Background: an optimization exercise with open tools, aiming at small area. Do not read the settings as production practice.
The RTL was checked by simulation tests, not by an equivalence proof against the original design.
Power and IR drop assume default switching activity.

## flow/design.v (module list and top-level ports; edited modules follow where they fit)
// module vga640x480: 881 lines
// module bossBattleTop: 363 lines
module bossBattleTop(clk, btnRst, btnLeft, btnRight, btnShoot,
	seg, an, vgaRed, vgaGreen, vgaBlue, Hsync, Vsync
    );
  // ...
==> flow/flow/run.sh <==
#!/bin/bash
# Layout flow: the standard flow (standard.sh, unchanged synthesis and steps), with one
# change: clock tree synthesis adds no dummy loads to balance the tree.
set -euo pipefail
export CTS_ARGS="-sink_clustering_enable -repair_clock_nets -dont_use_dummy_load"
bash standard.sh 2>&1 | tee standard.log
==> flow/standard.sh <==
#!/bin/bash
# synth_recipe.tcl (not shown) runs the flow's synth.tcl, then flattens the netlist and writes it again
# the make line also repeats each setting of config.mk as NAME=value (left out here)
make -C /OpenROAD-flow-scripts/flow DESIGN_CONFIG=/design/flow/config.mk WORK_HOME=/design/flow/orfs CLKGATE_MAP_FILE= SYNTH_SCRIPT=/design/flow/synth_recipe.tcl "${@:-finish}"
==> flow/config.mk <==
export PLATFORM = sky130hd
export DESIGN_NAME = bossBattleTop
export DESIGN_NICKNAME = bossBattleTop
export VERILOG_FILES = /design/flow/design.v
export SDC_FILE = /design/flow/constraint.sdc
export NUM_CORES = 4
export LEC_CHECK = 0
export CAP_MARGIN = 20
export CORE_MARGIN = 2
export CORE_UTILIZATION = 40
export SLEW_MARGIN = 20
==> flow/constraint.sdc <==
create_clock -name core_clock -period 10.0 [get_ports {clk}]
set_input_delay 2.0000 -clock core_clock [delete_from_list [all_inputs] [get_ports {clk}]]
set_output_delay 2.0000 -clock core_clock [all_outputs]
set_load 0.01 [all_outputs]
==> flow_summary_export.csv, run 1 <==
group,metric,value,unit
sta,min_period,9.01,ns
place,hpwlAfterDp,33.4,mm
clock_network,postCtsHoldBufs,0,
synthesis,synth_adder_area_share,20.1,%
critical_path,rrSetupSlack,4.00,ns
sta,rsz0062_at_grt,"false",
clock_network,cts_tree,"done",
clock_network,cts_max_level,4,
critical_path,critPathLaunchType,"register",
floorplanning,die_h,201,µm
cells_and_area,nClkBuffers,17,
synthesis,synth_edf_count,36,
critical_path,path_buf_inv,5,
cells_and_area,seq_area,0.00396,mm²
cells_and_area,final_common_cell,"nor2_1",
run_status,outcome,"complete, no violations",
power_and_ir_drop,pwr-share-clk,37.5,%
critical_path,ff2ff_path_depth,22,
cells_and_area,inverters_excl_clock,167,
cells_and_area,n_all_buffers,50,
critical_path,critPathTopFamily,"adder cells",
cells_and_area,syn_to_final_growth,6.59,%
global_route,grt-ovfl-total,0,
drt,met1_length,20.2,mm
sta,hold_viol_final,0,
sta,final-setup-viol-count,0,
job,cap_violations,0,
critical_path,worstReg2RegStart,"pJ[0]",
critical_path,critPathCapture,"vgaRed[0]",
critical_path,startpoint,"u[3]",
critical_path,timing.rr.end,"playerHit",
cells_and_area,top_register,"itimer",
cells_and_area,largest_class,"multi-input gates",
sta,final.period_utilization,90.1,%
place,port_buffers,25,
power_and_ir_drop,power-top-group,"sequential cells",
drt,post_drt_via_cell_ratio,5.89,
cells_and_area,multi_input_gates,1401,
clock_network,numCtsBuffers,17,
global_route,grt_busiest_layer,"met2",
place,placed_area,0.0161,mm²
floorplanning,row_count,72,
synthesis,synth_top_family_by_area,"simple AND/OR/NAND/NOR gates",
clock_network,cts_resized,0,
==> module vga640x480, before the edit <==
module vga640x480(
	input wire clk,
	input wire dclk_en,		 
	input wire [9:0] hc,		 
	input wire hend,		 
	input wire rst,			 
	input wire display_player,
	input wire indicate1,
	input wire indicate2,
	input wire [4:0] bossHPk,	 
	input wire [2:0] bossState,	 
	input wire [5:1] bossAlive,	 
	input wire [8:0] bossProjY,	 
	input wire [5:0] playerJ,	 
	input wire [9:0] playerX,
	input wire [5:0] pq1, pq2, pq3,	 
	input wire [8:0] py1, py2, py3,	 
	input wire [1:0] gameState,
	output wire hsync,
	output wire vsync,
	output reg [2:0] red,
	output reg [2:0] green,
	output reg [1:0] blue
	);
parameter hpixels = 800;
parameter vlines = 521;
parameter hpulse = 96;
parameter vpulse = 2;
parameter vbp = 31;
parameter vfp = 511;
parameter bossHP_Y = 56;
parameter bossHP_H = 40;
parameter bossHP_X = 144 + 50;
parameter PX_PER_BLOCK = 15;
parameter EYE_PX_PER_BLOCK = 10;
parameter VICTORY_Y = 233;
parameter VICTORY_X = 179;
parameter GAMEOVER_X = 314;
parameter GAMEOVER_Y = 189;
parameter LEFT_EYE_X = 334;
parameter LEFT_EYE_Y = 151;
parameter RIGHT_EYE_X = 264+230;
parameter RIGHT_EYE_Y = 151;
parameter INDIC_W = 10;
parameter INDIC_H = 15;
parameter INDIC_Y = 231;
parameter INDIC1_1X = 254;
parameter INDIC1_2X = 664;
parameter INDIC2_1X = 144 + 30;
parameter INDIC2_2X = 464;
parameter INDIC2_3X = 783 - 30;
parameter bossX = 264;
parameter bossY = 121;
parameter bossW = 400;
parameter bossH = 110;
reg [9:0] vc;
reg [5:0] gq;
reg [3:0] gr;
always @(posedge clk)
begin
	if (rst == 1)
	begin
		vc <= 0;
		gq <= 1;
		gr <= 9;
	end
	else if (hend)
	begin
		gq <= 1;
		gr <= 9;
		if (LEc(vc, vlines - 2))
			vc <= INCr(vc);
		else
			vc <= 0;
	end
	else if (dclk_en)
	begin
		if (gr == 14) begin
			gr <= 0;
			gq <= INCr(gq);
		end
		else
			gr <= INCr(gr);
	end
end
assign hsync = GEc(hc, hpulse);
assign vsync = GEc(vc, vpulse);
function [11:0] ADDr(input [11:0] a, input [11:0] b);
	integer i;
	reg c;
	begin
		c = 1'b0;
		for (i = 0; i < 12; i = i + 1) begin
			ADDr[i] = a[i] ^ b[i] ^ c;
			c = (a[i] & b[i]) | (c & (a[i] ^ b[i]));
		end
	end
endfunction
function [11:0] SUBr(input [11:0] a, input [11:0] b);
	integer i;
	reg c;
	begin
		c = 1'b1;
		for (i = 0; i < 12; i = i + 1) begin
			SUBr[i] = a[i] ^ ~b[i] ^ c;
			c = (a[i] & ~b[i]) | (c & (a[i] ^ ~b[i]));
		end
	end
endfunction
function [11:0] INCr(input [11:0] a);
	integer i;
	reg c;
	begin
		c = 1'b1;
		for (i = 0; i < 12; i = i + 1) begin
			INCr[i] = a[i] ^ c;
			c = c & a[i];
		end
	end
endfunction
function [11:0] DECr(input [11:0] a);
	integer i;
	reg c;
	begin
		c = 1'b1;
		for (i = 0; i < 12; i = i + 1) begin
			DECr[i] = a[i] ^ c;
			c = c & ~a[i];
		end
	end
endfunction
function GEc(input [11:0] x, input [11:0] c);
	integer i;
	reg r;
	begin
		r = 1'b1;
		for (i = 0; i < 12; i = i + 1)
			r = c[i] ? (x[i] & r) : (x[i] | r);
		GEc = r;
	end
endfunction
function LEc(input [11:0] x, input [11:0] c);
	integer i;
	reg r;
	begin
		r = 1'b1;
		for (i = 0; i < 12; i = i + 1)
			r = c[i] ? (~x[i] | r) : (~x[i] & r);
		LEc = r;
	end
endfunction
wire [10:0] dv = SUBr(vc, bossProjY);		 
wire [10:0] ds = SUBr(hc, bossProjY);		 
wire [10:0] dt = ADDr(hc, bossProjY);		 
reg bvy;
reg [5:1] bcol;
always @(*) begin
	bvy = LEc(dv, 25);
	bcol = 0;
	case (bossState)
		3'd2, 3'd4: bcol = {GEc(hc, 654) && LEc(hc, 674), GEc(hc, 554) && LEc(hc, 574), GEc(hc, 454) && LEc(hc, 474),
			GEc(hc, 354) && LEc(hc, 374), GEc(hc, 254) && LEc(hc, 274)};
		3'd3, 3'd5: bcol = {1'b0, GEc(hc, 604) && LEc(hc, 624), GEc(hc, 504) && LEc(hc, 524),
			GEc(hc, 404) && LEc(hc, 424), GEc(hc, 304) && LEc(hc, 324)};
		3'd6: begin
			bcol = {3'b0, GEc(hc, 614) && LEc(hc, 714), GEc(hc, 214) && LEc(hc, 314)};
			bvy = GEc(vc, 231) && LEc(vc, 511);	 
		end
		3'd7: begin
			bcol = {2'b0, GEc(hc, 683) && LEc(hc, 783), GEc(hc, 414) && LEc(hc, 514), GEc(hc, 144) && LEc(hc, 244)};
			bvy = GEc(vc, 231) && LEc(vc, 511);	 
		end
		3'd1: begin
			bcol = {1'b0, GEc(dt, 685) && LEc(dt, 705), GEc(ds, 223) && LEc(ds, 243), GEc(dt, 915) && LEc(dt, 935), GEc(ds, 13) && LEc(ds, 33)};
			bvy = LEc(dv, 20);
		end
		default: ;
	endcase
end
wire bossProjDraw = bvy && |(bcol & bossAlive);
wire [5:0] dq = SUBr(gq, playerJ);
wire playerDraw = display_player && GEc(vc, 450) && LEc(vc, 480) &&
	((dq == 0 && GEc(gr, 8)) || dq == 1 || (dq == 2 && LEc(gr, 8)));
wire [9:0] dv1 = SUBr(vc, py1);
wire [9:0] dv2 = SUBr(vc, py2);
wire [9:0] dv3 = SUBr(vc, py3);
wire pcol = LEc(gr, 10);
wire pd1 = pcol && gq == pq1 && GEc(py1, 31) && LEc(dv1, 10);
wire pd2 = pcol && gq == pq2 && GEc(py2, 31) && LEc(dv2, 10);
wire pd3 = pcol && gq == pq3 && GEc(py3, 31) && LEc(dv3, 10);
wire [9:0] bossHPend = ADDr(ADDr({bossHPk, 4'b0}, {bossHPk, 2'b0}), bossHP_X);
wire dc0 = GEc(vc, vbp) && LEc(vc, (vfp) - 1);
wire dc1 = GEc(vc, LEFT_EYE_Y + (2*EYE_PX_PER_BLOCK)) && LEc(vc, LEFT_EYE_Y + (4*EYE_PX_PER_BLOCK)) && GEc(hc, LEFT_EYE_X + (5*EYE_PX_PER_BLOCK)) && LEc(hc, LEFT_EYE_X + (7*EYE_PX_PER_BLOCK));
wire dc2 = GEc(vc, LEFT_EYE_Y + EYE_PX_PER_BLOCK) && LEc(vc, LEFT_EYE_Y + (2*EYE_PX_PER_BLOCK)) && GEc(hc, LEFT_EYE_X + (5*EYE_PX_PER_BLOCK)) && LEc(hc, LEFT_EYE_X + (6*EYE_PX_PER_BLOCK));
wire dc3 = GEc(vc, LEFT_EYE_Y) && LEc(vc, LEFT_EYE_Y + EYE_PX_PER_BLOCK) && GEc(hc, LEFT_EYE_X) && LEc(hc, LEFT_EYE_X + (3*EYE_PX_PER_BLOCK));
wire dc4 = GEc(vc, LEFT_EYE_Y + EYE_PX_PER_BLOCK) && LEc(vc, LEFT_EYE_Y + (2*EYE_PX_PER_BLOCK)) && GEc(hc, LEFT_EYE_X + EYE_PX_PER_BLOCK) && LEc(hc, LEFT_EYE_X + (6*EYE_PX_PER_BLOCK));
wire dc5 = GEc(vc, LEFT_EYE_Y + (2*EYE_PX_PER_BLOCK)) && LEc(vc, LEFT_EYE_Y + (3*EYE_PX_PER_BLOCK)) && GEc(hc, LEFT_EYE_X + EYE_PX_PER_BLOCK) && LEc(hc, LEFT_EYE_X + (9*EYE_PX_PER_BLOCK));
wire dc6 = GEc(vc, LEFT_EYE_Y + (3*EYE_PX_PER_BLOCK)) && LEc(vc, LEFT_EYE_Y + (4*EYE_PX_PER_BLOCK)) && GEc(hc, LEFT_EYE_X + (2*EYE_PX_PER_BLOCK)) && LEc(hc, LEFT_EYE_X + (9*EYE_PX_PER_BLOCK));
wire dc7 = GEc(vc, LEFT_EYE_Y + (4*EYE_PX_PER_BLOCK)) && LEc(vc, LEFT_EYE_Y + (5*EYE_PX_PER_BLOCK)) && GEc(hc, LEFT_EYE_X + (3*EYE_PX_PER_BLOCK)) && LEc(hc, LEFT_EYE_X + (9*EYE_PX_PER_BLOCK));
wire dc8 = GEc(vc, LEFT_EYE_Y + (5*EYE_PX_PER_BLOCK)) && LEc(vc, LEFT_EYE_Y + (6*EYE_PX_PER_BLOCK)) && GEc(hc, LEFT_EYE_X + (4*EYE_PX_PER_BLOCK)) && LEc(hc, LEFT_EYE_X + (8*EYE_PX_PER_BLOCK));
wire dc9 = GEc(vc, LEFT_EYE_Y - (2*EYE_PX_PER_BLOCK)) && LEc(vc, LEFT_EYE_Y - EYE_PX_PER_BLOCK) && GEc(hc, LEFT_EYE_X + (3*EYE_PX_PER_BLOCK)) && LEc(hc, LEFT_EYE_X + (6*EYE_PX_PER_BLOCK));
wire dc10 = GEc(vc, LEFT_EYE_Y - EYE_PX_PER_BLOCK) && LEc(vc, LEFT_EYE_Y) && GEc(hc, LEFT_EYE_X + (5*EYE_PX_PER_BLOCK)) && LEc(hc, LEFT_EYE_X + (8*EYE_PX_PER_BLOCK));
wire dc11 = GEc(vc, LEFT_EYE_Y) && LEc(vc, LEFT_EYE_Y + EYE_PX_PER_BLOCK) && GEc(hc, LEFT_EYE_X + (7*EYE_PX_PER_BLOCK)) && LEc(hc, LEFT_EYE_X + (10*EYE_PX_PER_BLOCK));
wire dc12 = GEc(vc, RIGHT_EYE_Y + (2*EYE_PX_PER_BLOCK)) && LEc(vc, RIGHT_EYE_Y + (4*EYE_PX_PER_BLOCK)) && GEc(hc, RIGHT_EYE_X + (2*EYE_PX_PER_BLOCK)) && LEc(hc, RIGHT_EYE_X + (4*EYE_PX_PER_BLOCK));
wire dc13 = GEc(vc, RIGHT_EYE_Y + EYE_PX_PER_BLOCK) && LEc(vc, RIGHT_EYE_Y + (2*EYE_PX_PER_BLOCK)) && GEc(hc, RIGHT_EYE_X + (3*EYE_PX_PER_BLOCK)) && LEc(hc, RIGHT_EYE_X + (4*EYE_PX_PER_BLOCK));
wire dc14 = GEc(vc, RIGHT_EYE_Y) && LEc(vc, RIGHT_EYE_Y + EYE_PX_PER_BLOCK) && GEc(hc, RIGHT_EYE_X + (6*EYE_PX_PER_BLOCK)) && LEc(hc, RIGHT_EYE_X + (9*EYE_PX_PER_BLOCK));
wire dc15 = GEc(vc, RIGHT_EYE_Y + EYE_PX_PER_BLOCK) && LEc(vc, RIGHT_EYE_Y + (2*EYE_PX_PER_BLOCK)) && GEc(hc, RIGHT_EYE_X + (3*EYE_PX_PER_BLOCK)) && LEc(hc, RIGHT_EYE_X + (8*EYE_PX_PER_BLOCK));
wire dc16 = GEc(vc, RIGHT_EYE_Y + (2*EYE_PX_PER_BLOCK)) && LEc(vc, RIGHT_EYE_Y + (3*EYE_PX_PER_BLOCK)) && GEc(hc, RIGHT_EYE_X) && LEc(hc, RIGHT_EYE_X + (8*EYE_PX_PER_BLOCK));
wire dc17 = GEc(vc, RIGHT_EYE_Y + (3*EYE_PX_PER_BLOCK)) && LEc(vc, RIGHT_EYE_Y + (4*EYE_PX_PER_BLOCK)) && GEc(hc, RIGHT_EYE_X) && LEc(hc, RIGHT_EYE_X + (7*EYE_PX_PER_BLOCK));
wire dc18 = GEc(vc, RIGHT_EYE_Y + (4*EYE_PX_PER_BLOCK)) && LEc(vc, RIGHT_EYE_Y + (5*EYE_PX_PER_BLOCK)) && GEc(hc, RIGHT_EYE_X) && LEc(hc, RIGHT_EYE_X + (6*EYE_PX_PER_BLOCK));
wire dc19 = GEc(vc, RIGHT_EYE_Y + (5*EYE_PX_PER_BLOCK)) && LEc(vc, RIGHT_EYE_Y + (6*EYE_PX_PER_BLOCK)) && GEc(hc, RIGHT_EYE_X + EYE_PX_PER_BLOCK) && LEc(hc, RIGHT_EYE_X + (5*EYE_PX_PER_BLOCK));
wire dc20 = GEc(vc, RIGHT_EYE_Y - (2*EYE_PX_PER_BLOCK)) && LEc(vc, RIGHT_EYE_Y - EYE_PX_PER_BLOCK) && GEc(hc, RIGHT_EYE_X + (3*EYE_PX_PER_BLOCK)) && LEc(hc, RIGHT_EYE_X + (6*EYE_PX_PER_BLOCK));
wire dc21 = GEc(vc, RIGHT_EYE_Y - EYE_PX_PER_BLOCK) && LEc(vc, RIGHT_EYE_Y) && GEc(hc, RIGHT_EYE_X + EYE_PX_PER_BLOCK) && LEc(hc, RIGHT_EYE_X + (4*EYE_PX_PER_BLOCK));
wire dc22 = GEc(vc, RIGHT_EYE_Y) && LEc(vc, RIGHT_EYE_Y + EYE_PX_PER_BLOCK) && GEc(hc, RIGHT_EYE_X - EYE_PX_PER_BLOCK) && LEc(hc, RIGHT_EYE_X + (2*EYE_PX_PER_BLOCK));
wire dc23 = GEc(vc, bossY) && LEc(vc, bossY + bossH) && GEc(hc, bossX) && LEc(hc, bossX + bossW);
wire dc24 = GEc(vc, bossHP_Y) && LEc(vc, (bossHP_Y + bossHP_H)) && GEc(hc, bossHP_X) && LEc(hc, bossHPend);
wire dc25 = GEc(bossHPk, (18) + 1);
wire dc26 = GEc(bossHPk, (9) + 1);
wire dc27 = indicate1 && GEc(vc, INDIC_Y) && LEc(vc, INDIC_Y + INDIC_H) && ((GEc(hc, INDIC1_1X) && LEc(hc, INDIC1_1X + INDIC_W)) || (GEc(hc, INDIC1_2X) && LEc(hc, INDIC1_2X + INDIC_W)));
wire dc28 = indicate2 && GEc(vc, INDIC_Y) && LEc(vc, INDIC_Y + INDIC_H) && ((GEc(hc, INDIC2_1X) && LEc(hc, INDIC2_1X + INDIC_W)) || (GEc(hc, INDIC2_2X) && LEc(hc, INDIC2_2X + INDIC_W)) || (GEc(hc, INDIC2_3X) && LEc(hc, INDIC2_3X + INDIC_W)));
wire dc29 = GEc(vc, VICTORY_Y) && LEc(vc, VICTORY_Y + (3*PX_PER_BLOCK)) && (GEc(gq, 14) || (gq == 13 && GEc(gr, 8))) && (LEc(gq, 13) || (gq == 14 && LEc(gr, 8)));
wire dc30 = GEc(vc, VICTORY_Y) && LEc(vc, VICTORY_Y + (3*PX_PER_BLOCK)) && (GEc(gq, 18) || (gq == 17 && GEc(gr, 8))) && (LEc(gq, 17) || (gq == 18 && LEc(gr, 8)));
wire dc31 = GEc(vc, VICTORY_Y + (3*PX_PER_BLOCK)) && LEc(vc, VICTORY_Y + (4*PX_PER_BLOCK)) && (((GEc(gq, 15) || (gq == 14 && GEc(gr, 8))) && (LEc(gq, 14) || (gq == 15 && LEc(gr, 8)))) || ((GEc(gq, 17) || (gq == 16 && GEc(gr, 8))) && (LEc(gq, 16) || (gq == 17 && LEc(gr, 8)))));
wire dc32 = GEc(vc, VICTORY_Y + (4*PX_PER_BLOCK)) && LEc(vc, VICTORY_Y + (5*PX_PER_BLOCK)) && (GEc(gq, 16) || (gq == 15 && GEc(gr, 8))) && (LEc(gq, 15) || (gq == 16 && LEc(gr, 8)));
wire dc33 = GEc(vc, VICTORY_Y) && LEc(vc, VICTORY_Y + (5*PX_PER_BLOCK)) && (GEc(gq, 20) || (gq == 19 && GEc(gr, 8))) && (LEc(gq, 19) || (gq == 20 && LEc(gr, 8)));
wire dc34 = GEc(vc, VICTORY_Y) && LEc(vc, VICTORY_Y + PX_PER_BLOCK) && (GEc(gq, 22) || (gq == 21 && GEc(gr, 8))) && (LEc(gq, 24) || (gq == 25 && LEc(gr, 8)));
wire dc35 = GEc(vc, VICTORY_Y) && LEc(vc, VICTORY_Y + (5*PX_PER_BLOCK)) && (GEc(gq, 22) || (gq == 21 && GEc(gr, 8))) && (LEc(gq, 21) || (gq == 22 && LEc(gr, 8)));
wire dc36 = GEc(vc, VICTORY_Y + (4*PX_PER_BLOCK)) && LEc(vc, VICTORY_Y + (5*PX_PER_BLOCK)) && (GEc(gq, 22) || (gq == 21 && GEc(gr, 8))) && (LEc(gq, 24) || (gq == 25 && LEc(gr, 8)));
wire dc37 = GEc(vc, VICTORY_Y) && LEc(vc, VICTORY_Y + PX_PER_BLOCK) && (GEc(gq, 27) || (gq == 26 && GEc(gr, 8))) && (LEc(gq, 30) || (gq == 31 && LEc(gr, 8)));
wire dc38 = GEc(vc, VICTORY_Y) && LEc(vc, VICTORY_Y + (5*PX_PER_BLOCK)) && (GEc(gq, 29) || (gq == 28 && GEc(gr, 8))) && (LEc(gq, 28) || (gq == 29 && LEc(gr, 8)));
wire dc39 = GEc(vc, VICTORY_Y) && LEc(vc, VICTORY_Y + PX_PER_BLOCK) && (GEc(gq, 34) || (gq == 33 && GEc(gr, 8))) && (LEc(gq, 34) || (gq == 35 && LEc(gr, 8)));
wire dc40 = GEc(vc, VICTORY_Y + PX_PER_BLOCK) && LEc(vc, VICTORY_Y + (4*PX_PER_BLOCK)) && (GEc(gq, 33) || (gq == 32 && GEc(gr, 8))) && (LEc(gq, 32) || (gq == 33 && LEc(gr, 8)));
wire dc41 = GEc(vc, VICTORY_Y + PX_PER_BLOCK) && LEc(vc, VICTORY_Y + (4*PX_PER_BLOCK)) && (GEc(gq, 36) || (gq == 35 && GEc(gr, 8))) && (LEc(gq, 35) || (gq == 36 && LEc(gr, 8)));
wire dc42 = GEc(vc, VICTORY_Y + (4*PX_PER_BLOCK)) && LEc(vc, VICTORY_Y + (5*PX_PER_BLOCK)) && (GEc(gq, 34) || (gq == 33 && GEc(gr, 8))) && (LEc(gq, 34) || (gq == 35 && LEc(gr, 8)));
wire dc43 = GEc(vc, VICTORY_Y) && LEc(vc, VICTORY_Y + PX_PER_BLOCK) && (GEc(gq, 38) || (gq == 37 && GEc(gr, 8))) && (LEc(gq, 39) || (gq == 40 && LEc(gr, 8)));
wire dc44 = GEc(vc, VICTORY_Y) && LEc(vc, VICTORY_Y + (5*PX_PER_BLOCK)) && (GEc(gq, 38) || (gq == 37 && GEc(gr, 8))) && (LEc(gq, 37) || (gq == 38 && LEc(gr, 8)));
wire dc45 = GEc(vc, VICTORY_Y + (2*PX_PER_BLOCK)) && LEc(vc, VICTORY_Y + (3*PX_PER_BLOCK)) && (GEc(gq, 38) || (gq == 37 && GEc(gr, 8))) && (LEc(gq, 40) || (gq == 41 && LEc(gr, 8)));
wire dc46 = GEc(vc, VICTORY_Y + PX_PER_BLOCK) && LEc(vc, VICTORY_Y + (2*PX_PER_BLOCK)) && (GEc(gq, 41) || (gq == 40 && GEc(gr, 8))) && (LEc(gq, 40) || (gq == 41 && LEc(gr, 8)));
wire dc47 = GEc(vc, VICTORY_Y + (3*PX_PER_BLOCK)) && LEc(vc, VICTORY_Y + (4*PX_PER_BLOCK)) && (GEc(gq, 40) || (gq == 39 && GEc(gr, 8))) && (LEc(gq, 39) || (gq == 40 && LEc(gr, 8)));
wire dc48 = GEc(vc, VICTORY_Y + (4*PX_PER_BLOCK)) && LEc(vc, VICTORY_Y + (5*PX_PER_BLOCK)) && (GEc(gq, 41) || (gq == 40 && GEc(gr, 8))) && (LEc(gq, 40) || (gq == 41 && LEc(gr, 8)));
wire dc49 = GEc(vc, VICTORY_Y) && LEc(vc, VICTORY_Y + PX_PER_BLOCK) && (((GEc(gq, 43) || (gq == 42 && GEc(gr, 8))) && (LEc(gq, 42) || (gq == 43 && LEc(gr, 8)))) || ((GEc(gq, 47) || (gq == 46 && GEc(gr, 8))) && (LEc(gq, 46) || (gq == 47 && LEc(gr, 8)))));
wire dc50 = GEc(vc, VICTORY_Y + PX_PER_BLOCK) && LEc(vc, VICTORY_Y + (2*PX_PER_BLOCK)) && (((GEc(gq, 44) || (gq == 43 && GEc(gr, 8))) && (LEc(gq, 43) || (gq == 44 && LEc(gr, 8)))) || ((GEc(gq, 46) || (gq == 45 && GEc(gr, 8))) && (LEc(gq, 45) || (gq == 46 && LEc(gr, 8)))));
wire dc51 = GEc(vc, VICTORY_Y + (2*PX_PER_BLOCK)) && LEc(vc, VICTORY_Y + (5*PX_PER_BLOCK)) && (GEc(gq, 45) || (gq == 44 && GEc(gr, 8))) && (LEc(gq, 44) || (gq == 45 && LEc(gr, 8)));
wire dc52 = GEc(vc, VICTORY_Y) && LEc(vc, VICTORY_Y + (3*PX_PER_BLOCK)) && (GEc(gq, 49) || (gq == 48 && GEc(gr, 8))) && (LEc(gq, 48) || (gq == 49 && LEc(gr, 8)));
wire dc53 = GEc(vc, VICTORY_Y + (4*PX_PER_BLOCK)) && LEc(vc, VICTORY_Y + (5*PX_PER_BLOCK)) && (GEc(gq, 49) || (gq == 48 && GEc(gr, 8))) && (LEc(gq, 48) || (gq == 49 && LEc(gr, 8)));
wire dc54 = GEc(vc, GAMEOVER_Y) && LEc(vc, GAMEOVER_Y + PX_PER_BLOCK) && (GEc(gq, 24) || (gq == 23 && GEc(gr, 8))) && (LEc(gq, 25) || (gq == 26 && LEc(gr, 8)));
wire dc55 = GEc(vc, GAMEOVER_Y + PX_PER_BLOCK) && LEc(vc, GAMEOVER_Y + (4*PX_PER_BLOCK)) && (GEc(gq, 23) || (gq == 22 && GEc(gr, 8))) && (LEc(gq, 22) || (gq == 23 && LEc(gr, 8)));
wire dc56 = GEc(vc, GAMEOVER_Y + (4*PX_PER_BLOCK)) && LEc(vc, GAMEOVER_Y + (5*PX_PER_BLOCK)) && (GEc(gq, 24) || (gq == 23 && GEc(gr, 8))) && (LEc(gq, 25) || (gq == 26 && LEc(gr, 8)));
wire dc57 = GEc(vc, GAMEOVER_Y + (2*PX_PER_BLOCK)) && LEc(vc, GAMEOVER_Y + (5*PX_PER_BLOCK)) && (GEc(gq, 26) || (gq == 25 && GEc(gr, 8))) && (LEc(gq, 25) || (gq == 26 && LEc(gr, 8)));
wire dc58 = GEc(vc, GAMEOVER_Y + (2*PX_PER_BLOCK)) && LEc(vc, GAMEOVER_Y + (3*PX_PER_BLOCK)) && (GEc(gq, 25) || (gq == 24 && GEc(gr, 8))) && (LEc(gq, 24) || (gq == 25 && LEc(gr, 8)));
wire dc59 = GEc(vc, GAMEOVER_Y) && LEc(vc, GAMEOVER_Y + PX_PER_BLOCK) && (GEc(gq, 29) || (gq == 28 && GEc(gr, 8))) && (LEc(gq, 29) || (gq == 30 && LEc(gr, 8)));
wire dc60 = GEc(vc, GAMEOVER_Y + PX_PER_BLOCK) && LEc(vc, GAMEOVER_Y + (5*PX_PER_BLOCK)) && (GEc(gq, 28) || (gq == 27 && GEc(gr, 8))) && (LEc(gq, 27) || (gq == 28 && LEc(gr, 8)));
wire dc61 = GEc(vc, GAMEOVER_Y + PX_PER_BLOCK) && LEc(vc, GAMEOVER_Y + (5*PX_PER_BLOCK)) && (GEc(gq, 31) || (gq == 30 && GEc(gr, 8))) && (LEc(gq, 30) || (gq == 31 && LEc(gr, 8)));
wire dc62 = GEc(vc, GAMEOVER_Y + (2*PX_PER_BLOCK)) && LEc(vc, GAMEOVER_Y + (3*PX_PER_BLOCK)) && (GEc(gq, 29) || (gq == 28 && GEc(gr, 8))) && (LEc(gq, 29) || (gq == 30 && LEc(gr, 8)));
wire dc63 = GEc(vc, GAMEOVER_Y) && LEc(vc, GAMEOVER_Y + (5*PX_PER_BLOCK)) && (GEc(gq, 33) || (gq == 32 && GEc(gr, 8))) && (LEc(gq, 32) || (gq == 33 && LEc(gr, 8)));
wire dc64 = GEc(vc, GAMEOVER_Y + PX_PER_BLOCK) && LEc(vc, GAMEOVER_Y + (2*PX_PER_BLOCK)) && (GEc(gq, 34) || (gq == 33 && GEc(gr, 8))) && (LEc(gq, 33) || (gq == 34 && LEc(gr, 8)));
wire dc65 = GEc(vc, GAMEOVER_Y + (2*PX_PER_BLOCK)) && LEc(vc, GAMEOVER_Y + (3*PX_PER_BLOCK)) && (GEc(gq, 35) || (gq == 34 && GEc(gr, 8))) && (LEc(gq, 34) || (gq == 35 && LEc(gr, 8)));
wire dc66 = GEc(vc, GAMEOVER_Y + PX_PER_BLOCK) && LEc(vc, GAMEOVER_Y + (2*PX_PER_BLOCK)) && (GEc(gq, 36) || (gq == 35 && GEc(gr, 8))) && (LEc(gq, 35) || (gq == 36 && LEc(gr, 8)));
wire dc67 = GEc(vc, GAMEOVER_Y) && LEc(vc, GAMEOVER_Y + (5*PX_PER_BLOCK)) && (GEc(gq, 37) || (gq == 36 && GEc(gr, 8))) && (LEc(gq, 36) || (gq == 37 && LEc(gr, 8)));
wire dc68 = GEc(vc, GAMEOVER_Y) && LEc(vc, GAMEOVER_Y + PX_PER_BLOCK) && (GEc(gq, 40) || (gq == 39 && GEc(gr, 8))) && (LEc(gq, 41) || (gq == 42 && LEc(gr, 8)));
wire dc69 = GEc(vc, GAMEOVER_Y + (2*PX_PER_BLOCK)) && LEc(vc, GAMEOVER_Y + (3*PX_PER_BLOCK)) && (GEc(gq, 40) || (gq == 39 && GEc(gr, 8))) && (LEc(gq, 40) || (gq == 41 && LEc(gr, 8)));
wire dc70 = GEc(vc, GAMEOVER_Y + (4*PX_PER_BLOCK)) && LEc(vc, GAMEOVER_Y + (5*PX_PER_BLOCK)) && (GEc(gq, 40) || (gq == 39 && GEc(gr, 8))) && (LEc(gq, 41) || (gq == 42 && LEc(gr, 8)));
wire dc71 = GEc(vc, GAMEOVER_Y) && LEc(vc, GAMEOVER_Y + (5*PX_PER_BLOCK)) && (GEc(gq, 39) || (gq == 38 && GEc(gr, 8))) && (LEc(gq, 38) || (gq == 39 && LEc(gr, 8)));
wire dc72 = GEc(vc, GAMEOVER_Y + (6*PX_PER_BLOCK)) && LEc(vc, GAMEOVER_Y + (7*PX_PER_BLOCK)) && (GEc(gq, 24) || (gq == 23 && GEc(gr, 8))) && (LEc(gq, 24) || (gq == 25 && LEc(gr, 8)));
wire dc73 = GEc(vc, GAMEOVER_Y + (7*PX_PER_BLOCK)) && LEc(vc, GAMEOVER_Y + (10*PX_PER_BLOCK)) && (GEc(gq, 23) || (gq == 22 && GEc(gr, 8))) && (LEc(gq, 22) || (gq == 23 && LEc(gr, 8)));
wire dc74 = GEc(vc, GAMEOVER_Y + (7*PX_PER_BLOCK)) && LEc(vc, GAMEOVER_Y + (10*PX_PER_BLOCK)) && (GEc(gq, 26) || (gq == 25 && GEc(gr, 8))) && (LEc(gq, 25) || (gq == 26 && LEc(gr, 8)));
wire dc75 = GEc(vc, GAMEOVER_Y + (10*PX_PER_BLOCK)) && LEc(vc, GAMEOVER_Y + (11*PX_PER_BLOCK)) && (GEc(gq, 24) || (gq == 23 && GEc(gr, 8))) && (LEc(gq, 24) || (gq == 25 && LEc(gr, 8)));
wire dc76 = GEc(vc, GAMEOVER_Y + (6*PX_PER_BLOCK)) && LEc(vc, GAMEOVER_Y + (9*PX_PER_BLOCK)) && (GEc(gq, 28) || (gq == 27 && GEc(gr, 8))) && (LEc(gq, 27) || (gq == 28 && LEc(gr, 8)));
wire dc77 = GEc(vc, GAMEOVER_Y + (6*PX_PER_BLOCK)) && LEc(vc, GAMEOVER_Y + (9*PX_PER_BLOCK)) && (GEc(gq, 32) || (gq == 31 && GEc(gr, 8))) && (LEc(gq, 31) || (gq == 32 && LEc(gr, 8)));
wire dc78 = GEc(vc, GAMEOVER_Y + (9*PX_PER_BLOCK)) && LEc(vc, GAMEOVER_Y + (10*PX_PER_BLOCK)) && (GEc(gq, 29) || (gq == 28 && GEc(gr, 8))) && (LEc(gq, 28) || (gq == 29 && LEc(gr, 8)));
wire dc79 = GEc(vc, GAMEOVER_Y + (10*PX_PER_BLOCK)) && LEc(vc, GAMEOVER_Y + (11*PX_PER_BLOCK)) && (GEc(gq, 30) || (gq == 29 && GEc(gr, 8))) && (LEc(gq, 29) || (gq == 30 && LEc(gr, 8)));
wire dc80 = GEc(vc, GAMEOVER_Y + (9*PX_PER_BLOCK)) && LEc(vc, GAMEOVER_Y + (10*PX_PER_BLOCK)) && (GEc(gq, 31) || (gq == 30 && GEc(gr, 8))) && (LEc(gq, 30) || (gq == 31 && LEc(gr, 8)));
wire dc81 = GEc(vc, GAMEOVER_Y + (6*PX_PER_BLOCK)) && LEc(vc, GAMEOVER_Y + (11*PX_PER_BLOCK)) && (GEc(gq, 34) || (gq == 33 && GEc(gr, 8))) && (LEc(gq, 33) || (gq == 34 && LEc(gr, 8)));
wire dc82 = GEc(vc, GAMEOVER_Y + (6*PX_PER_BLOCK)) && LEc(vc, GAMEOVER_Y + (7*PX_PER_BLOCK)) && (GEc(gq, 35) || (gq == 34 && GEc(gr, 8))) && (LEc(gq, 36) || (gq == 37 && LEc(gr, 8)));
wire dc83 = GEc(vc, GAMEOVER_Y + (8*PX_PER_BLOCK)) && LEc(vc, GAMEOVER_Y + (9*PX_PER_BLOCK)) && (GEc(gq, 35) || (gq == 34 && GEc(gr, 8))) && (LEc(gq, 35) || (gq == 36 && LEc(gr, 8)));
wire dc84 = GEc(vc, GAMEOVER_Y + (10*PX_PER_BLOCK)) && LEc(vc, GAMEOVER_Y + (11*PX_PER_BLOCK)) && (GEc(gq, 35) || (gq == 34 && GEc(gr, 8))) && (LEc(gq, 36) || (gq == 37 && LEc(gr, 8)));
wire dc85 = GEc(vc, GAMEOVER_Y + (6*PX_PER_BLOCK)) && LEc(vc, GAMEOVER_Y + (11*PX_PER_BLOCK)) && (GEc(gq, 39) || (gq == 38 && GEc(gr, 8))) && (LEc(gq, 38) || (gq == 39 && LEc(gr, 8)));
wire dc86 = GEc(vc, GAMEOVER_Y + (6*PX_PER_BLOCK)) && LEc(vc, GAMEOVER_Y + (7*PX_PER_BLOCK)) && (GEc(gq, 40) || (gq == 39 && GEc(gr, 8))) && (LEc(gq, 40) || (gq == 41 && LEc(gr, 8)));
wire dc87 = GEc(vc, GAMEOVER_Y + (8*PX_PER_BLOCK)) && LEc(vc, GAMEOVER_Y + (9*PX_PER_BLOCK)) && (GEc(gq, 40) || (gq == 39 && GEc(gr, 8))) && (LEc(gq, 41) || (gq == 42 && LEc(gr, 8)));
wire dc88 = GEc(vc, GAMEOVER_Y + (7*PX_PER_BLOCK)) && LEc(vc, GAMEOVER_Y + (8*PX_PER_BLOCK)) && (GEc(gq, 42) || (gq == 41 && GEc(gr, 8))) && (LEc(gq, 41) || (gq == 42 && LEc(gr, 8)));
wire dc89 = GEc(vc, GAMEOVER_Y + (9*PX_PER_BLOCK)) && LEc(vc, GAMEOVER_Y + (10*PX_PER_BLOCK)) && (GEc(gq, 41) || (gq == 40 && GEc(gr, 8))) && (LEc(gq, 40) || (gq == 41 && LEc(gr, 8)));
wire dc90 = GEc(vc, GAMEOVER_Y + (10*PX_PER_BLOCK)) && LEc(vc, GAMEOVER_Y + (11*PX_PER_BLOCK)) && (GEc(gq, 42) || (gq == 41 && GEc(gr, 8))) && (LEc(gq, 41) || (gq == 42 && LEc(gr, 8)));
always @(*)
begin
	red = 3'b000;
	green = 3'b000;
	blue = 2'b00;
	if (dc0)
	begin
		if (gameState == 2'b00) begin
			if (dc1)
			begin
				red = 3'b000;
				green = 3'b000;
				blue = 2'b00;
			end
			else if (dc2)
			begin
				red = 3'b000;
				green = 3'b000;
				blue = 2'b00;
			end
			else if (dc3)
			begin
				red = 3'b111;
				green = 3'b111;
				blue = 2'b11;
			end
			else if (dc4)
			begin
				red = 3'b111;
				green = 3'b111;
				blue = 2'b11;
			end
			else if (dc5)
			begin
				red = 3'b111;
				green = 3'b111;
				blue = 2'b11;
			end
			else if (dc6)
			begin
				red = 3'b111;
				green = 3'b111;
				blue = 2'b11;
			end
			else if (dc7)
			begin
				red = 3'b111;
				green = 3'b111;
				blue = 2'b11;
			end
			else if (dc8)
			begin
				red = 3'b111;
				green = 3'b111;
				blue = 2'b11;
			end
			else if (dc9)
			begin
				red = 3'b000;
				green = 3'b000;
				blue = 2'b00;
			end
			else if (dc10)
			begin
				red = 3'b000;
				green = 3'b000;
				blue = 2'b00;
			end
			else if (dc11)
			begin
				red = 3'b000;
				green = 3'b000;
				blue = 2'b00;
			end
			else if (dc12)
			begin
				red = 3'b000;
				green = 3'b000;
				blue = 2'b00;
			end
			else if (dc13)
			begin
				red = 3'b000;
				green = 3'b000;
				blue = 2'b00;
			end
			else if (dc14)
			begin
				red = 3'b111;
				green = 3'b111;
				blue = 2'b11;
			end
			else if (dc15)
			begin
				red = 3'b111;
				green = 3'b111;
				blue = 2'b11;
			end
			else if (dc16)
			begin
				red = 3'b111;
				green = 3'b111;
				blue = 2'b11;
			end
			else if (dc17)
			begin
				red = 3'b111;
				green = 3'b111;
				blue = 2'b11;
			end
			else if (dc18)
			begin
				red = 3'b111;
				green = 3'b111;
				blue = 2'b11;
			end
			else if (dc19)
			begin
				red = 3'b111;
				green = 3'b111;
				blue = 2'b11;
			end
			else if (dc20)
			begin
				red = 3'b000;
				green = 3'b000;
				blue = 2'b00;
			end
			else if (dc21)
			begin
				red = 3'b000;
				green = 3'b000;
				blue = 2'b00;
			end
			else if (dc22)
			begin
				red = 3'b000;
				green = 3'b000;
				blue = 2'b00;
			end
			else if (dc23)
			begin
				red = 3'b111;
				green = 3'b000;
				blue = 2'b00;
			end
			else if (dc24)
			begin
				if (dc25) begin
					red = 3'b000;
					green = 3'b111;
					blue = 2'b00;
				end
				else if (dc26) begin
					red = 3'b111;
					green = 3'b111;
					blue = 2'b00;
				end
				else begin
					red = 3'b111;
					green = 3'b000;
					blue = 2'b00;
				end
			end
			else if (dc27)
			begin
				red = 3'b111;
				green = 3'b111;
				blue = 2'b00;
			end
			else if (dc28)
			begin
				red = 3'b111;
				green = 3'b111;
				blue = 2'b00;
			end
			else if (bossProjDraw)
			begin
				red = 3'b111;
				green = 3'b000;
				blue = 2'b11;
			end
			else if (playerDraw)
			begin
				red = 3'b000;
				green = 3'b000;
				blue = 2'b11;
			end
			else if (pd1 || pd2 || pd3)
			begin
				red = 3'b000;
				green = 3'b111;
				blue = 2'b11;
			end
			else
			begin
				red = 0;
				green = 0;
				blue = 0;
			end
		end
		else if (gameState == 2'b01) begin
			if (dc29)
			begin
				red = 3'b000;
				green = 3'b111;
				blue = 2'b00;
			end
			else if (dc30)
			begin
				red = 3'b000;
				green = 3'b111;
				blue = 2'b00;
			end
			else if (dc31)
			begin
				red = 3'b000;
				green = 3'b111;
				blue = 2'b00;
			end
			else if (dc32)
			begin
				red = 3'b000;
				green = 3'b111;
				blue = 2'b00;
			end
			else if (dc33)
			begin
				red = 3'b000;
				green = 3'b111;
				blue = 2'b00;
			end
			else if (dc34)
			begin
				red = 3'b000;
				green = 3'b111;
				blue = 2'b00;
			end
			else if (dc35)
			begin
				red = 3'b000;
				green = 3'b111;
				blue = 2'b00;
			end
			else if (dc36)
			begin
				red = 3'b000;
				green = 3'b111;
				blue = 2'b00;
			end
			else if (dc37)
			begin
				red = 3'b000;
				green = 3'b111;
				blue = 2'b00;
			end
			else if (dc38)
			begin
				red = 3'b000;
				green = 3'b111;
				blue = 2'b00;
			end
			else if (dc39)
			begin
				red = 3'b000;
				green = 3'b111;
				blue = 2'b00;
			end
			else if (dc40)
			begin
				red = 3'b000;
				green = 3'b111;
				blue = 2'b00;
			end
			else if (dc41)
			begin
				red = 3'b000;
				green = 3'b111;
				blue = 2'b00;
			end
			else if (dc42)
			begin
				red = 3'b000;
				green = 3'b111;
				blue = 2'b00;
			end
			else if (dc43)
			begin
				red = 3'b000;
				green = 3'b111;
				blue = 2'b00;
			end
			else if (dc44)
			begin
				red = 3'b000;
				green = 3'b111;
				blue = 2'b00;
			end
			else if (dc45)
			begin
				red = 3'b000;
				green = 3'b111;
				blue = 2'b00;
			end
			else if (dc46)
			begin
				red = 3'b000;
				green = 3'b111;
				blue = 2'b00;
			end
			else if (dc47)
			begin
				red = 3'b000;
				green = 3'b111;
				blue = 2'b00;
			end
			else if (dc48)
			begin
				red = 3'b000;
				green = 3'b111;
				blue = 2'b00;
			end
			else if (dc49)
			begin
				red = 3'b000;
				green = 3'b111;
				blue = 2'b00;
			end
			else if (dc50)
			begin
				red = 3'b000;
				green = 3'b111;
				blue = 2'b00;
			end
			else if (dc51)
			begin
				red = 3'b000;
				green = 3'b111;
				blue = 2'b00;
			end
			else if (dc52)
			begin
				red = 3'b000;
				green = 3'b111;
				blue = 2'b00;
			end
            else if (dc53)
            begin
                red = 3'b000;
                green = 3'b111;
                blue = 2'b00;
            end
			else
			begin
				red = 0;
				green = 0;
				blue = 0;
			end
		end
		else if (gameState == 2'b10)
		begin
			if (dc54)
			begin
				red = 3'b111;
				green = 3'b111;
				blue = 2'b11;
			end
			else if (dc55)
			begin
				red = 3'b111;
				green = 3'b111;
				blue = 2'b11;
			end
			else if (dc56)
			begin
				red = 3'b111;
				green = 3'b111;
				blue = 2'b11;
			end
			else if (dc57)
			begin
				red = 3'b111;
				green = 3'b111;
				blue = 2'b11;
			end
			else if (dc58)
			begin
				red = 3'b111;
				green = 3'b111;
				blue = 2'b11;
			end
			else if (dc59)
			begin
				red = 3'b111;
				green = 3'b111;
				blue = 2'b11;
			end
			else if (dc60)
			begin
				red = 3'b111;
				green = 3'b111;
				blue = 2'b11;
			end
			else if (dc61)
			begin
				red = 3'b111;
				green = 3'b111;
				blue = 2'b11;
			end
			else if (dc62)
			begin
				red = 3'b111;
				green = 3'b111;
				blue = 2'b11;
			end
			else if (dc63)
			begin
				red = 3'b111;
				green = 3'b111;
				blue = 2'b11;
			end
			else if (dc64)
			begin
				red = 3'b111;
				green = 3'b111;
				blue = 2'b11;
			end
			else if (dc65)
			begin
				red = 3'b111;
				green = 3'b111;
				blue = 2'b11;
			end
			else if (dc66)
			begin
				red = 3'b111;
				green = 3'b111;
				blue = 2'b11;
			end
			else if (dc67)
			begin
				red = 3'b111;
				green = 3'b111;
				blue = 2'b11;
			end
			else if (dc68)
			begin
				red = 3'b111;
				green = 3'b111;
				blue = 2'b11;
			end
			else if (dc69)
			begin
				red = 3'b111;
				green = 3'b111;
				blue = 2'b11;
			end
			else if (dc70)
			begin
				red = 3'b111;
				green = 3'b111;
				blue = 2'b11;
			end
			else if (dc71)
			begin
				red = 3'b111;
				green = 3'b111;
				blue = 2'b11;
			end
			else if (dc72)
			begin
				red = 3'b111;
				green = 3'b111;
				blue = 2'b11;
			end
			else if (dc73)
			begin
				red = 3'b111;
				green = 3'b111;
				blue = 2'b11;
			end
			else if (dc74)
			begin
				red = 3'b111;
				green = 3'b111;
				blue = 2'b11;
			end
			else if (dc75)
			begin
				red = 3'b111;
				green = 3'b111;
				blue = 2'b11;
			end
			else if (dc76)
			begin
				red = 3'b111;
				green = 3'b111;
				blue = 2'b11;
			end
			else if (dc77)
			begin
				red = 3'b111;
				green = 3'b111;
				blue = 2'b11;
			end
			else if (dc78)
			begin
				red = 3'b111;
				green = 3'b111;
				blue = 2'b11;
			end
			else if (dc79)
			begin
				red = 3'b111;
				green = 3'b111;
				blue = 2'b11;
			end
			else if (dc80)
			begin
				red = 3'b111;
				green = 3'b111;
				blue = 2'b11;
			end
			else if (dc81)
			begin
				red = 3'b111;
				green = 3'b111;
				blue = 2'b11;
			end
			else if (dc82)
			begin
				red = 3'b111;
				green = 3'b111;
				blue = 2'b11;
			end
			else if (dc83)
			begin
				red = 3'b111;
				green = 3'b111;
				blue = 2'b11;
			end
			else if (dc84)
			begin
				red = 3'b111;
				green = 3'b111;
				blue = 2'b11;
			end
			else if (dc85)
			begin
				red = 3'b111;
				green = 3'b111;
				blue = 2'b11;
			end
			else if (dc86)
			begin
				red = 3'b111;
				green = 3'b111;
				blue = 2'b11;
			end
			else if (dc87)
			begin
				red = 3'b111;
				green = 3'b111;
				blue = 2'b11;
			end
			else if (dc88)
			begin
				red = 3'b111;
				green = 3'b111;
				blue = 2'b11;
			end
			else if (dc89)
			begin
				red = 3'b111;
				green = 3'b111;
				blue = 2'b11;
			end
			else if (dc90)
			begin
				red = 3'b111;
				green = 3'b111;
				blue = 2'b11;
			end
			else
			begin
				red = 0;
				green = 0;
				blue = 0;
			end
		end
	end
	else
	begin
		red = 0;
		green = 0;
		blue = 0;
	end
end
endmodule
==> module bossBattleTop, before the edit <==
module bossBattleTop(clk, btnRst, btnLeft, btnRight, btnShoot,
	seg, an, vgaRed, vgaGreen, vgaBlue, Hsync, Vsync
    );
	input clk, btnRst, btnLeft, btnRight, btnShoot;
	output reg [7:0] seg;
	output [3:0] an;
	output [2:0] vgaRed, vgaGreen;
	output [1:0] vgaBlue;
	output Hsync, Vsync;
	function [11:0] ADDr(input [11:0] a, input [11:0] b);
		integer i;
		reg c;
		begin
			c = 1'b0;
			for (i = 0; i < 12; i = i + 1) begin
				ADDr[i] = a[i] ^ b[i] ^ c;
				c = (a[i] & b[i]) | (c & (a[i] ^ b[i]));
			end
		end
	endfunction
	function [11:0] SUBr(input [11:0] a, input [11:0] b);
		integer i;
		reg c;
		begin
			c = 1'b1;
			for (i = 0; i < 12; i = i + 1) begin
				SUBr[i] = a[i] ^ ~b[i] ^ c;
				c = (a[i] & ~b[i]) | (c & (a[i] ^ ~b[i]));
			end
		end
	endfunction
	function [11:0] INCr(input [11:0] a);
		integer i;
		reg c;
		begin
			c = 1'b1;
			for (i = 0; i < 12; i = i + 1) begin
				INCr[i] = a[i] ^ c;
				c = c & a[i];
			end
		end
	endfunction
	function [11:0] DECr(input [11:0] a);
		integer i;
		reg c;
		begin
			c = 1'b1;
			for (i = 0; i < 12; i = i + 1) begin
				DECr[i] = a[i] ^ c;
				c = c & ~a[i];
			end
		end
	endfunction
	function GEc(input [11:0] x, input [11:0] c);
		integer i;
		reg r;
		begin
			r = 1'b1;
			for (i = 0; i < 12; i = i + 1)
				r = c[i] ? (x[i] & r) : (x[i] | r);
			GEc = r;
		end
	endfunction
	function LEc(input [11:0] x, input [11:0] c);
		integer i;
		reg r;
		begin
			r = 1'b1;
			for (i = 0; i < 12; i = i + 1)
				r = c[i] ? (~x[i] | r) : (~x[i] & r);
			LEc = r;
		end
	endfunction
	reg [1:0] arst_ff;
	wire rst = arst_ff[0];
	always @ (posedge clk or posedge btnRst)
		if (btnRst)
			arst_ff <= 2'b11;
		else
			arst_ff <= {1'b0, arst_ff[1]};
	reg first;
	always @(posedge clk)
		first <= rst;
	reg [11:0] u;
	reg [8:0] a;
	reg [1:0] b4;
	reg [4:0] b30;
	reg [4:0] d;
	reg [5:0] e;
	wire c0 = u[1:0] == 2'd2;				 
	wire c1 = u[1:0] == 2'd3;
	wire c2 = u[1:0] == 2'd0;
	wire c3 = u[1:0] == 2'd1;
	wire uend = u == 12'd3199;
	wire a0 = a == 9'b000000000;
	wire a2 = a == 9'b000000011;
	wire a100 = a == 9'b100100101;
	wire a200 = a == 9'b111010100;
	wire a300 = a == 9'b110100111;
	wire a400 = a == 9'b101010000;
	wire aend = a == 9'b000100001;				 
	wire b30_0 = b30 == 5'b00000;
	wire b30_20 = b30 == 5'b11011;
	wire b30_29 = b30 == 5'b11000;
	wire d0 = d == 5'b00000;
	wire d10 = d == 5'b10001;
	wire d16 = d == 5'b10111;
	wire d19 = d == 5'b11101;
	wire e0 = e == 6'b000000;
	wire b30end = aend && b30_29;
	always @(posedge clk) begin
		if (rst) begin
			u <= 12'd2; a <= 0; b4 <= 0; b30 <= 0; d <= 0; e <= 0;
		end
		else begin
			u <= uend ? 12'd0 : INCr(u);
			a <= aend ? 9'd0 : {a[7:0], ~(a[8] ^ a[4])};
			if (c3)
				e <= {e[4:0], e[5] ^ e[4] ^ (e[4:0] == 5'b00000)};
			if (aend) begin
				b4 <= {b4[0], ~b4[1]};
				b30 <= b30_29 ? 5'd0 : {b30[3:0], ~(b30[4] ^ b30[2])};
			end
			if (b30end)
				d <= d19 ? 5'd0 : {d[3:0], ~(d[4] ^ d[2])};
		end
	end
	wire t500 = a0;						 
	wire pulse_playerProj = t500 && !first;			 
	wire pulse_bossProj =					 
		(b4 == 2'b00 && (a0 || a400)) ||
		(b4 == 2'b01 && a300) ||
		(b4 == 2'b11 && a200) ||
		(b4 == 2'b10 && a100);
	wire pulse_immune = t500 && b30_0;			 
	wire phi0 = pulse_immune && d0;
	wire pulse_cycleStep = phi0 && !first;			 
	wire phi150000 = pulse_immune && d10;			 
	wire phi250002 = a2 && b30_20 && d16;			 
	wire en_vga = c1;					 
	wire en_display = aend && b4 == 2'b01;			 
	wire deb_en = c0 && e0 && !first;			 
	wire deb_out = c2 && e0;				 
	reg [2:0] stepL, stepR, stepS;
	always @(posedge clk)
		if (rst) begin
			stepL <= 0; stepR <= 0; stepS <= 0;
		end
		else if (deb_en) begin
			stepL <= {btnLeft, stepL[2:1]};
			stepR <= {btnRight, stepR[2:1]};
			stepS <= {btnShoot, stepS[2:1]};
		end
	wire mvLeft = deb_out && !stepL[0] && stepL[1];
	wire mvRight = deb_out && !stepR[0] && stepR[1];
	wire shoot = deb_out && !stepS[0] && stepS[1];
	reg [5:0] pJ;
	reg [1:0] playerHP;
	reg immune;
	reg [17:0] itimer;	 
	reg playerHit;
	always @(posedge clk)
		if (rst) begin
			pJ <= 6'd31;
			playerHP <= 2'd3;
			immune <= 0;
		end
		else begin
			if (immune) begin
				if (itimer == 18'h08d32)
					immune <= 0;
			end
			else if (playerHit && playerHP != 0) begin
				playerHP <= DECr(playerHP);
				immune <= 1;
			end
			if (mvLeft && pJ != 6'd11)
				pJ <= DECr(pJ);
			else if (mvRight && pJ != 6'd51)
				pJ <= INCr(pJ);
		end
	always @(posedge clk)
		if (!immune && playerHit && playerHP != 0)
			itimer <= 18'd1;
		else
			itimer <= {itimer[16:0], itimer[17] ^ itimer[10]};
	wire [9:0] playerX = SUBr(SUBr({pJ, 4'b0}, pJ), 16);
	reg display_player;
	always @(posedge clk)
		if (immune) begin
			if (pulse_immune)
				display_player <= ~display_player;
		end
		else
			display_player <= 1;
	reg [5:0] pq1, pq2, pq3;
	reg [8:0] py1, py2, py3;
	reg bossHit;
	reg [1:0] bossCollided;
	always @(posedge clk) begin
		if (rst) begin
			pq1 <= 0; pq2 <= 0; pq3 <= 0;
		end
		else if (shoot) begin
			if (pq1 == 0) begin
				pq1 <= INCr(pJ); py1 <= 9'd420;
			end
			else if (pq2 == 0) begin
				pq2 <= INCr(pJ); py2 <= 9'd420;
			end
			else if (pq3 == 0) begin
				pq3 <= INCr(pJ); py3 <= 9'd420;
			end
		end
		if (pulse_playerProj) begin
			pq1 <= (pq1 == 0 || LEc(py1, 9'd30)) ? 6'd0 : pq1;
			pq2 <= (pq2 == 0 || LEc(py2, 9'd30)) ? 6'd0 : pq2;
			pq3 <= (pq3 == 0 || LEc(py3, 9'd30)) ? 6'd0 : pq3;
			py1 <= DECr(py1);
			py2 <= DECr(py2);
			py3 <= DECr(py3);
		end
		if (bossHit) begin
			case (bossCollided)
				2'd1: pq1 <= 0;
				2'd2: pq2 <= 0;
				2'd3: pq3 <= 0;
				default: ;
			endcase
		end
	end
	wire bh1 = LEc(py1, (9'd231) - 1) && GEc(pq1, 6'd19) && LEc(pq1, 6'd45);
	wire bh2 = LEc(py2, (9'd231) - 1) && GEc(pq2, 6'd19) && LEc(pq2, 6'd45);
	wire bh3 = LEc(py3, (9'd231) - 1) && GEc(pq3, 6'd19) && LEc(pq3, 6'd45);
	always @(posedge clk) begin
		bossHit <= bh1 || bh2 || bh3;
		bossCollided <= bh1 ? 2'd1 : bh2 ? 2'd2 : 2'd3;
	end
	reg [4:0] bossHPk;
	reg [2:0] bst;
	reg bwait;
	reg bossShoot;
	always @(posedge clk)
		if (rst) begin
			bossHPk <= 5'd27;
			bst <= 0;
			bwait <= 0;
			bossShoot <= 0;
		end
		else begin
			if (bossHit)
				bossHPk <= GEc(bossHPk, 2) ? DECr(bossHPk) : 5'd0;
			bossShoot <= (pulse_cycleStep && (bst == 3'd1 || bst == 3'd2 || bst == 3'd3 || bst == 3'd4 || bst == 3'd7)) ||
				(bwait && phi150000);
			if (bwait && phi150000)
				bwait <= 0;
			else if (pulse_cycleStep && (bst == 3'd5 || bst == 3'd6))
				bwait <= 1;
			if (pulse_cycleStep)
				bst <= (bst == 3'd7) ? 3'd1 : INCr(bst);
		end
	wire indicate1 = bwait && bst == 3'd6;
	wire indicate2 = bwait && bst == 3'd7;
	wire beamState = bst == 3'd6 || bst == 3'd7;
	reg [5:1] bossAlive;
	reg [8:0] bossProjY;
	wire projHit = playerHit;
	reg [2:0] projCollided;
	always @(posedge clk)
		if (rst || (beamState && phi250002))
			bossAlive <= 0;
		else if (bossShoot) begin
			bossProjY <= 9'd231;
			case (bst)
				3'd2, 3'd4: bossAlive <= 5'b11111;
				3'd6: bossAlive <= 5'b00011;
				3'd7: bossAlive <= 5'b00111;
				default: bossAlive <= 5'b01111;
			endcase
		end
		else if (pulse_bossProj && !beamState) begin
			bossProjY <= INCr(bossProjY);
			if (bossProjY == 9'd511)
				bossAlive <= 0;
		end
		else if (projHit && !beamState) begin
			case (projCollided)
				3'd1: bossAlive[1] <= 0;
				3'd2: bossAlive[2] <= 0;
				3'd3: bossAlive[3] <= 0;
				3'd4: bossAlive[4] <= 0;
				3'd5: bossAlive[5] <= 0;
				default: ;
			endcase
		end
	wire [10:0] cm = SUBr(playerX, bossProjY);	 
	wire [10:0] cp = ADDr(playerX, bossProjY);	 
	reg [5:1] ccol;
	reg yhit;
	always @(*) begin
		ccol = 0;
		yhit = GEc(bossProjY, 9'd426) && LEc(bossProjY, 9'd486);
		case (bst)
			3'd2, 3'd4: ccol = {GEc(pJ, 43) && LEc(pJ, 45), GEc(pJ, 37) && LEc(pJ, 39), GEc(pJ, 30) && LEc(pJ, 32),
				GEc(pJ, 23) && LEc(pJ, 25), GEc(pJ, 17) && LEc(pJ, 19)};
			3'd3, 3'd5: ccol = {1'b0, GEc(pJ, 40) && LEc(pJ, 42), GEc(pJ, 33) && LEc(pJ, 35),
				GEc(pJ, 27) && LEc(pJ, 29), GEc(pJ, 20) && LEc(pJ, 22)};
			3'd6: begin
				ccol = {3'b0, GEc(pJ, 41) && LEc(pJ, 48), GEc(pJ, 14) && LEc(pJ, 21)};
				yhit = 1'b1;	 
			end
			3'd7: begin
				ccol = {2'b0, GEc(pJ, 45) && LEc(pJ, 51), GEc(pJ, 27) && LEc(pJ, 35), GEc(pJ, 11) && LEc(pJ, 17)};
				yhit = 1'b1;	 
			end
			3'd1: begin
				ccol = {1'b0, GEc(cp, 656) && LEc(cp, 704), GEc(cm, 194) && LEc(cm, 242),
					GEc(cp, 886) && LEc(cp, 934), LEc(cm, 32) || GEc(cm, 11'h7f0)};
				yhit = GEc(bossProjY, 9'd431) && LEc(bossProjY, 9'd491);
			end
			default: ;
		endcase
	end
	wire [5:1] ph = (yhit ? ccol : 5'b0) & bossAlive;
	always @(posedge clk) begin
		playerHit <= |ph;
		projCollided <= ph[1] ? 3'd1 : ph[2] ? 3'd2 : ph[3] ? 3'd3 : ph[4] ? 3'd4 : 3'd5;
	end
	reg [1:0] gameState;
	always @(posedge clk)
		if (rst)
			gameState <= 2'b00;
		else if (bossHPk == 0)
			gameState <= 2'b01;
		else if (playerHP == 0)
			gameState <= 2'b10;
		else
			gameState <= 2'b00;
	reg [1:0] digit;
	always @(posedge clk)
		if (rst)
			digit <= 0;
		else if (en_display)
			digit <= {digit[0], ~digit[1]};
	assign an = {digit != 2'b00, digit != 2'b01, digit != 2'b11, digit != 2'b10};
	always @(*)
		if (digit != 2'b10)
			seg = 8'b11111111;
		else
			case (playerHP)
				2'd0: seg = 8'b11000000;
				2'd1: seg = 8'b11111001;
				2'd2: seg = 8'b10100100;
				default: seg = 8'b10110000;
			endcase
	vga640x480 vgaController(
		.clk(clk), .dclk_en(en_vga), .hc(u[11:2]), .hend(uend), .rst(rst), .display_player(display_player),
		.indicate1(indicate1), .indicate2(indicate2), .bossHPk(bossHPk),
		.bossState(bst), .bossAlive(bossAlive), .bossProjY(bossProjY),
		.playerJ(pJ), .playerX(playerX), .pq1(pq1), .pq2(pq2), .pq3(pq3),
		.py1(py1), .py2(py2), .py3(py3), .gameState(gameState),
		.hsync(Hsync), .vsync(Vsync), .red(vgaRed), .green(vgaGreen), .blue(vgaBlue));
endmodule
==> inputs of run 2 (changes only) <==
--- a/flow/design.v
+++ b/flow/design.v
@@ -15,3 +15,2 @@
 	input wire [5:0] playerJ,	 
-	input wire [9:0] playerX,
 	input wire [5:0] pq1, pq2, pq3,	 
@@ -1069,3 +1068,3 @@
 			itimer <= {itimer[16:0], itimer[17] ^ itimer[10]};
-	wire [9:0] playerX = SUBr(SUBr({pJ, 4'b0}, pJ), 16);
+	wire [9:0] pJ15 = SUBr({pJ, 4'b0}, pJ);	 
 	reg display_player;
@@ -1178,4 +1177,4 @@
 		end
-	wire [10:0] cm = SUBr(playerX, bossProjY);	 
-	wire [10:0] cp = ADDr(playerX, bossProjY);	 
+	wire [9:0] cm = SUBr(pJ15, bossProjY[6:0]);
+	wire [9:0] cp = ADDr(pJ15, bossProjY[6:0]);
 	reg [5:1] ccol;
@@ -1199,4 +1198,4 @@
 			3'd1: begin
-				ccol = {1'b0, GEc(cp, 656) && LEc(cp, 704), GEc(cm, 194) && LEc(cm, 242),
-					GEc(cp, 886) && LEc(cp, 934), LEc(cm, 32) || GEc(cm, 11'h7f0)};
+				ccol = {1'b0, GEc(cp, 288) && LEc(cp, 336), GEc(cm, 594) && LEc(cm, 642),
+					GEc(cp, 518) && LEc(cp, 566), GEc(cm, 384) && LEc(cm, 432)};
 				yhit = GEc(bossProjY, 9'd431) && LEc(bossProjY, 9'd491);
@@ -1242,3 +1241,3 @@
 		.bossState(bst), .bossAlive(bossAlive), .bossProjY(bossProjY),
-		.playerJ(pJ), .playerX(playerX), .pq1(pq1), .pq2(pq2), .pq3(pq3),
+		.playerJ(pJ), .pq1(pq1), .pq2(pq2), .pq3(pq3),
 		.py1(py1), .py2(py2), .py3(py3), .gameState(gameState),
--- a/flow/config.mk
+++ b/flow/config.mk
@@ -10,2 +10,3 @@
 export CORE_UTILIZATION = 40
+export GPL_TIMING_DRIVEN = 0
 export SLEW_MARGIN = 20
==> flow_summary_export.csv, run 2 <==
group,metric,value,unit
place,port_buffers,25,
clock_network,cts_root_buf,"clkbuf_16",
critical_path,critPathLaunchType,"register",
critical_path,crit_fanout,10,
synthesis,synth-main-ff-cell,"dfxtp_1",
power_and_ir_drop,p_per_area,88.5,mW/mm²
cells_and_area,final_common_cell,"nand2_1",
critical_path,path_class,"reg -> out",
sta,worst_pin_slew,1.11,ns
cells_and_area,reg.largest.list,"itimer (18), u (12), vgaController.vc (10)",
cells_and_area,syn_to_final_growth,8.60,%
critical_path,cp_common_cell,"fa_1",
synthesis,synthDistinctLibCells,91,
power_and_ir_drop,p_leak,0.00640,µW
cells_and_area,top_register,"itimer",
floorplanning,fp.dieW,200,µm
sta,timing.fmax,0.106,GHz
synthesis,syn-cell-area,0.0153,mm²
global_route,grt_pass1_vias,14000,
floorplanning,row_count,71,
critical_path,crit_chain,"buf_2 > inv_1 > fa_1 > fa_1 > fa_1 > fa_1 > inv_1 > fa_1 > inv_1 > fa_1 > fa_1 > inv_1 > fa_1 > and4b_1 > a311o_1 > o211ai_1 > o41ai_1 > o31ai_1 > a41oi_1 > nor4bb_1 > nor3b_1 > o21ai_0 > buf_4 > clkdlybuf4s50_1",
global_route,grt-ovfl-total,0,
synthesis,synth.largest_area_cell,"dfxtp_1",
sta,final.period_utilization,94.4,%
floorplanning,die_h,200,µm
synthesis,yosysWarnings,2,
clock_network,numCtsBuffers,17,
synthesis,yosys-top-cells-area,"dfxtp_1 (18%), ha_1 (10%), fa_1 (9.0%)",
critical_path,ff2ff_path_depth,20,
global_route,grt.total_usage,25.9,%
synthesis,synth_area_per_cell,8.21,µm²
synthesis,synth_edf_count,36,
global_route,grt_max_degree,18,
place,gp_congestion,0.977,
sta,finalMaxSlewViolations,0,
floorplanning,coreArea,0.0377,mm²
run_status,outcome,"complete, no violations",
synthesis,synth_most_common_cell,"nand2_1",
critical_path,worstPathRequired,8.00,ns
clock_network,insertion_delay,0.44,ns
critical_path,endpoint_kind,"output port",
sta,hold_viol_final,0,
floorplanning,io_pins,27,
cells_and_area,final_cell_mix,"nand2_1 (174), inv_1 (155), nor2_1 (153)",
place,placed_area,0.0162,mm²
clock_network,cts_tree,"done",
clock_network,clock-sinks,179,
clock_network,cts_setup_buffers,0,
clock_network,cts_resized,0,
synthesis,async_flop_share,1.12,%
place,hpwlAfterDp,39.1,mm
synthesis,ys_seq_elements,179,
synthesis,synth_top_cell_area_share,18.5,%
floorplanning,initial_core_util,40.6,%
synthesis,yosysSeqAreaShare,25.9,%
synthesis,syn-num-nets,2064,
sta,fin_setup_tns,0,ns
cells_and_area,fin_area,0.0166,mm²
global_route,grt_pass1_wl,79.2,mm
synthesis,synthCells,1863,
global_route,antenna_found_initial,0,
sta,max-slew-margin-rel,25.2,%
clock_network,cts_buffer_depth,2,
sta,rsz0062_at_grt,"false",
drt,first_pass_iters,8,
cells_and_area,layout-drive-gt1-share,4.46,%
drt,wl_per_cell,20.9,µm
job,cap_violations,0,
sta,min_period,9.44,ns
clock_network,postCtsHoldBufs,0,
worst_hold_path,hold_class,"reg -> reg",
clock_network,cts_max_level,4,
drt,wirelength,50.5,mm
cells_and_area,final_nets,2108,
drt,drt_iter0_markers,1539,
power_and_ir_drop,ir_drop,124,µV
sta,final-setup-viol-count,0,
floorplanning,die_area,0.0398,mm²
critical_path,cpPeakStageDelay,0.52,ns
drt,post-route-drc-count,0,
worst_hold_path,hold_depth,0,
drt,drtAntennaViolNets,0,
sta,skew,0.0221,ns
drt,post_drt_via_cell_ratio,5.99,
critical_path,cp.arrival,7.44,ns
critical_path,critPathSlowestCell,"dfxtp_1",
cells_and_area,largest_reg_flops,18,
clock_network,cts.clk_slew.worst_paths,0.06,ns
cells_and_area,diodes,0,
synthesis,netlist_top_cells_count,"nand2_1 (174), inv_1 (155), nor2_1 (153)",
drt,vias,14500,
run 2: worst max-delay path: cells and delay by family, from the launching register on:
kind                     cells  cell delay [ns]
AO/OA/AOI/OAI                6             1.52
flip-flops                   1             0.52
AND/OR/NAND/NOR              3             0.69
buffers and inverters        7             1.31
adder cells (fa/ha/maj)      8             2.96
run 2: metal layers:
metal | part of all wire, % | up-vias | routed length, µm | global-route usage (%)
met3 | 7.8 | 105 | 3960 | 3.58
met2 | 46 | 715 | 23200 | 42.3
met1 | 44 | 6893 | 22000 | 35.3
met5 | 0 | - | 0 | 0
met4 | 2.5 | 0 | 1260 | 8.04
li1 | - | 6747 | - | -
run 2: through the flow:
stage                     total power (µW)  setup slack (ns)  hold WS, ns  cells  util (%)
after floorplan                        883              2.25        0.345   1863         -
after global placement                 926              1.12        0.347   2399      43.0
after detailed placement               929              1.07        0.352   2399      43.0
after CTS                             1480             0.585        0.359   2416      44.1
after global routing                  1520             0.183        0.365   2416      44.1
final                                 1470             0.558        0.356   2416      44.1
run 2: cells by family (layout without fill, tap and decap cells):
group           count (synthesis)  after routing  synth area share (%)
buf+inv                       259            301                  6.68
simple gates                  716            716                  24.3
xor+xnor                       44             44                  2.52
mux                            26             26                  1.73
compound gates                441            441                  19.5
fa+ha+maj                     196            196                  19.4
flops                         179            179                  25.9
other cells                     2              2                0.0491
run 2: where the power goes:
part | switching [µW] | internal [µW]
clock network | 260 | 295
logic | 91.9 | 53.2
registers | 17.0 | 753
total | 368 | 1100
run 2: worst paths after layout:
kind                       startpoint     endpoint  slack, ns
min in group asynchronous      btnRst   arst_ff[1]       1.93
min reg2reg                arst_ff[1]   arst_ff[0]       0.36
max                              u[3]  vgaGreen[1]       0.56
max reg2reg                     pJ[0]    playerHit       4.12
min                        arst_ff[1]   arst_ff[0]       0.36
max in group asynchronous      btnRst   arst_ff[0]       8.05
run 2: layout make-up:
type	instances	area, µm²
Buffer	102	433
Clock buffer	17	425
Fill cell	3805	21100
Inverter	157	589
Multi-Input combinational cell	1425	10300
Sequential cell	179	3960
Tap cell	511	639
Timing Repair Buffer	25	250

Re-timed with assumed drivers on the ports (clkbuf_16 on the clock, buf_2 on other inputs), run 2 has 0.511 ns of setup slack against 0.558 ns with ideal ports, and 0.992 ns once port delays also move by the mid clock arrival of 0.481 ns.
